This is an optimization exercise on Yosys and OpenROAD, whose aim is small area, not a production implementation.
Function was checked by simulation only, so behaviour that the tests miss may differ from the original.
Power figures rest on the tool's default switching activity, not on a simulated workload.

## try-xenon
Design censor_rtl, start of the top module:
module censor_rtl(
    input clock,
    input reset,
    input enable,
    input bloom_write,
    input [7:0] char_in,
    output [7:0] char_out,
    output data_ready
    );
Size in the first run: ~2,500 cells after synthesis.
export LEC_CHECK = 0
export CAP_MARGIN = 20
export CORE_MARGIN = 2
export CORE_UTILIZATION = 60
export CTS_BUF_LIST = sky130_fd_sc_hd__clkbuf_8
export CTS_CLUSTER_DIAMETER = 80
export CTS_CLUSTER_SIZE = 16
export PLACE_DENSITY = 0.75
export SLEW_MARGIN = 40
export SYNTH_HIERARCHICAL = 1
create_clock -name core_clock -period 10.0 [get_ports {clock}]
standard.sh (not shown) runs the stock make flow with config.mk's settings and CLKGATE_MAP_FILE= SYNTH_SCRIPT=/design/flow/synth_recipe.tcl, a recipe that flattens the netlist after the stock synthesis.
==> flow/flow/run.sh <==
#!/bin/bash
# The standard layout (standard.sh: ORFS synthesis through finish), with
# two changes passed to ORFS through its own variables:
#  - clock tree synthesis with clkbuf_8 buffers, clusters of at most 16 sinks
#    within 80 um, and no dummy loads;
#  - input and output ports are buffered with buf_1 cells (repair may still
#    resize them).
# make's full output goes to standard.log here; ORFS writes each step's log
# under orfs/logs/.
set -euo pipefail
export CTS_ARGS="-sink_clustering_enable -repair_clock_nets -sink_clustering_size 16 -sink_clustering_max_diameter 80 -buf_list sky130_fd_sc_hd__clkbuf_8 -dont_use_dummy_load"
export BUFFER_PORTS_ARGS="-buffer_cell sky130_fd_sc_hd__buf_1"
bash standard.sh > standard.log 2>&1
try-xenon reached the end of the flow, and the finished layout is clean on the timing, DRC and antenna checks.
What try-harbor does differently from try-xenon at the input level:
==> flow/flow/run.sh <==
#!/bin/bash
# The standard layout (standard.sh: ORFS synthesis through finish), with
# two changes passed to ORFS through its own variables:
#  - clock tree synthesis with clkbuf_8 buffers, clusters of at most 18 sinks
#    within 80 um, and no dummy loads;
#  - input and output ports are buffered with buf_1 cells (repair may still
#    resize them).
# make's full output goes to standard.log here; ORFS writes each step's log
# under orfs/logs/.
set -euo pipefail
export CTS_ARGS="-sink_clustering_enable -repair_clock_nets -sink_clustering_size 18 -sink_clustering_max_diameter 80 -buf_list sky130_fd_sc_hd__clkbuf_8 -dont_use_dummy_load"
export BUFFER_PORTS_ARGS="-buffer_cell sky130_fd_sc_hd__buf_1"
bash standard.sh > standard.log 2>&1
diff --git a/flow/config.mk b/flow/config.mk
--- a/flow/config.mk
+++ b/flow/config.mk
@@ -8,9 +8,9 @@
 export CAP_MARGIN = 20
 export CORE_MARGIN = 2
-export CORE_UTILIZATION = 60
+export CORE_UTILIZATION = 55
 export CTS_BUF_LIST = sky130_fd_sc_hd__clkbuf_8
 export CTS_CLUSTER_DIAMETER = 80
-export CTS_CLUSTER_SIZE = 16
-export PLACE_DENSITY = 0.75
+export CTS_CLUSTER_SIZE = 18
+export PLACE_DENSITY = 0.7
 export SLEW_MARGIN = 40
 export SYNTH_HIERARCHICAL = 1
==> notes.md <==
Against try-xenon, hold slack in try-harbor came out worse. Global-route wire length before repair (try-harbor vs. try-xenon) increases by a few percent. try-harbor vs try-xenon, peak supply drop went up by 18%. try-harbor | stages: all done | timing, DRC, antenna: all pass.
Edits applied to the flow inputs when going from try-harbor to try-pepper:
==> flow/flow/run.sh <==
#!/bin/bash
# The standard layout (standard.sh: ORFS synthesis through finish), with
# two changes passed to ORFS through its own variables:
#  - clock tree synthesis with clkbuf_8 buffers, clusters of at most 16 sinks
#    within 80 um, and no dummy loads;
#  - input and output ports are buffered with buf_1 cells (repair may still
#    resize them).
# make's full output goes to standard.log here; ORFS writes each step's log
# under orfs/logs/.
set -euo pipefail
export CTS_ARGS="-sink_clustering_enable -repair_clock_nets -sink_clustering_size 16 -sink_clustering_max_diameter 80 -buf_list sky130_fd_sc_hd__clkbuf_8 -dont_use_dummy_load"
export BUFFER_PORTS_ARGS="-buffer_cell sky130_fd_sc_hd__buf_1"
bash standard.sh > standard.log 2>&1
diff --git a/flow/config.mk b/flow/config.mk
--- a/flow/config.mk
+++ b/flow/config.mk
@@ -11,5 +11,5 @@
 export CTS_BUF_LIST = sky130_fd_sc_hd__clkbuf_8
 export CTS_CLUSTER_DIAMETER = 80
-export CTS_CLUSTER_SIZE = 18
+export CTS_CLUSTER_SIZE = 16
 export PLACE_DENSITY = 0.7
 export SLEW_MARGIN = 40
Notes after the runs:
Diff try-harbor -> try-pepper: adder-cell area share of the yosys netlist flat, worst slew margin relative to its limit down 1.4 points, synthesis-to-layout area growth up 0.41 points. Compared with try-harbor, try-pepper shows a higher hold slack. Diff try-harbor -> try-pepper | share of total power in combinational logic | decrease of 0.4 points. Wire: try-pepper routes more than try-harbor. The flip-flop and latch count after synthesis was comparable across try-pepper and try-harbor.
Input changes introduced in try-umber (baseline for comparison: try-pepper):
==> flow/flow/run.sh <==
#!/bin/bash
# The standard layout (standard.sh: ORFS synthesis through finish), with
# two changes passed to ORFS through its own variables:
#  - clock tree synthesis with clkbuf_8 buffers, clusters of at most 18 sinks
#    within 80 um, and no dummy loads;
#  - input and output ports are buffered with buf_1 cells (repair may still
#    resize them).
# make's full output goes to standard.log here; ORFS writes each step's log
# under orfs/logs/.
set -euo pipefail
export CTS_ARGS="-sink_clustering_enable -repair_clock_nets -sink_clustering_size 18 -sink_clustering_max_diameter 80 -buf_list sky130_fd_sc_hd__clkbuf_8 -dont_use_dummy_load"
export BUFFER_PORTS_ARGS="-buffer_cell sky130_fd_sc_hd__buf_1"
bash standard.sh > standard.log 2>&1
diff --git a/flow/config.mk b/flow/config.mk
--- a/flow/config.mk
+++ b/flow/config.mk
@@ -8,9 +8,9 @@
 export CAP_MARGIN = 20
 export CORE_MARGIN = 2
-export CORE_UTILIZATION = 55
+export CORE_UTILIZATION = 60
 export CTS_BUF_LIST = sky130_fd_sc_hd__clkbuf_8
 export CTS_CLUSTER_DIAMETER = 80
-export CTS_CLUSTER_SIZE = 16
-export PLACE_DENSITY = 0.7
+export CTS_CLUSTER_SIZE = 18
+export PLACE_DENSITY = 0.75
 export SLEW_MARGIN = 40
 export SYNTH_HIERARCHICAL = 1
### Flow results
- Depth of the worst register-to-register path in try-umber vs try-pepper: down 2
- On setup slack after placement, try-pepper beats try-umber.
- Comparing try-pepper and try-umber, the lower sequential share of layout area is on try-pepper.

== birch ==
Starting RTL as in the previous note.
==> flow/config.mk <==
export PLATFORM = sky130hd
export DESIGN_NAME = censor_rtl
export DESIGN_NICKNAME = censor_rtl
export VERILOG_FILES = /design/flow/design.v
export SDC_FILE = /design/flow/constraint.sdc
export NUM_CORES = 4
export LEC_CHECK = 0
export CAP_MARGIN = 20
export CORE_MARGIN = 2
export CORE_UTILIZATION = 65
export CTS_BUF_LIST = sky130_fd_sc_hd__clkbuf_8
export CTS_CLUSTER_DIAMETER = 80
export CTS_CLUSTER_SIZE = 16
export PLACE_DENSITY = 0.8
export SLEW_MARGIN = 40
export SYNTH_HIERARCHICAL = 1
==> flow/constraint.sdc <==
create_clock -name core_clock -period 10.0 [get_ports {clock}]
set_input_delay 2.0000 -clock core_clock [delete_from_list [all_inputs] [get_ports {clock}]]
set_output_delay 2.0000 -clock core_clock [all_outputs]
set_load 0.01 [all_outputs]
==> flow/flow/run.sh <==
#!/bin/bash
# The standard layout (standard.sh: ORFS synthesis through finish), with
# two changes passed to ORFS through its own variables:
#  - clock tree synthesis with clkbuf_8 buffers, clusters of at most 16 sinks
#    within 80 um, and no dummy loads;
#  - input and output ports are buffered with buf_1 cells (repair may still
#    resize them).
# make's full output goes to standard.log here; ORFS writes each step's log
# under orfs/logs/.
set -euo pipefail
export CTS_ARGS="-sink_clustering_enable -repair_clock_nets -sink_clustering_size 16 -sink_clustering_max_diameter 80 -buf_list sky130_fd_sc_hd__clkbuf_8 -dont_use_dummy_load"
export BUFFER_PORTS_ARGS="-buffer_cell sky130_fd_sc_hd__buf_1"
bash standard.sh > standard.log 2>&1
#### Input delta (cedar over birch)
- SLEW_MARGIN changed from 40 to 20
- PLACE_DENSITY changed from 0.8 to 0.7
- CORE_UTILIZATION changed from 65 to 55
==> flow/run.sh (new file) <==
#!/bin/bash
# synth_recipe.tcl (not shown) runs the flow's synth.tcl, then flattens the netlist and writes it again
# the make line also repeats each setting of config.mk as NAME=value (left out here)
make -C /OpenROAD-flow-scripts/flow DESIGN_CONFIG=/design/flow/config.mk WORK_HOME=/design/flow/orfs CLKGATE_MAP_FILE= SYNTH_SCRIPT=/design/flow/synth_recipe.tcl finish
removed: flow/flow/run.sh
removed: flow/standard.sh
### Flow results
cedar went all the way through synthesis, placement and routing and the layout is clean on timing, DRC and antenna. From birch to cedar the numbers moved as follows: fraction of power consumed by combinational cells lower, time the worst path needs with I/O delays and setup moved up. The global-route wire length before repair was comparable across birch and cedar. In terms of fraction of layout instances using a drive strength above 1, birch and cedar differ only marginally. Against birch, the final cell area of cedar is higher. cedar against birch: worst hold slack saw an increase, critical path depth saw a decrease, power saw an increase.

what the ideal ports hide:
How much do the figures lean on ideal ports? The routed layouts below were timed once more, with nothing changed but the port constraints.
Step 1 assumes that a clkbuf_16 drives the clock port and a buf_2 every other input.
Step 2 also shifts input and output timing later by t, the mid clock arrival at the registers, as if the neighbouring blocks saw the same clock.
a / b / c = no drivers / after step 1 / after step 2; a / b = the first two.
run	t (ns)	setup slack, ns	worst hold slack (ns)	worst setup path after step 2
try-xenon	0.682	4.465 / 4.494 / 3.811	0.384 / 0.384 / 0.384	input to register
try-harbor	0.728	4.691 / 4.636 / 4.093	0.348 / 0.348 / 0.348	input to register
try-pepper	0.711	4.714 / 4.659 / 4.084	0.369 / 0.369 / 0.369	input to register
try-umber	0.726	4.470 / 4.499 / 3.773	0.361 / 0.361 / 0.361	input to register
birch	0.715	4.419 / 4.459 / 3.745	0.346 / 0.346 / 0.346	input to register
cedar	0.720	4.334 / 4.278 / 3.688	0.406 / 0.406 / 0.406	input to register
After both steps setup and hold are still met in every run listed. The setup slack of try-umber, which loses most, moves by +0.029 ns with the drivers and by -0.697 ns with both steps.
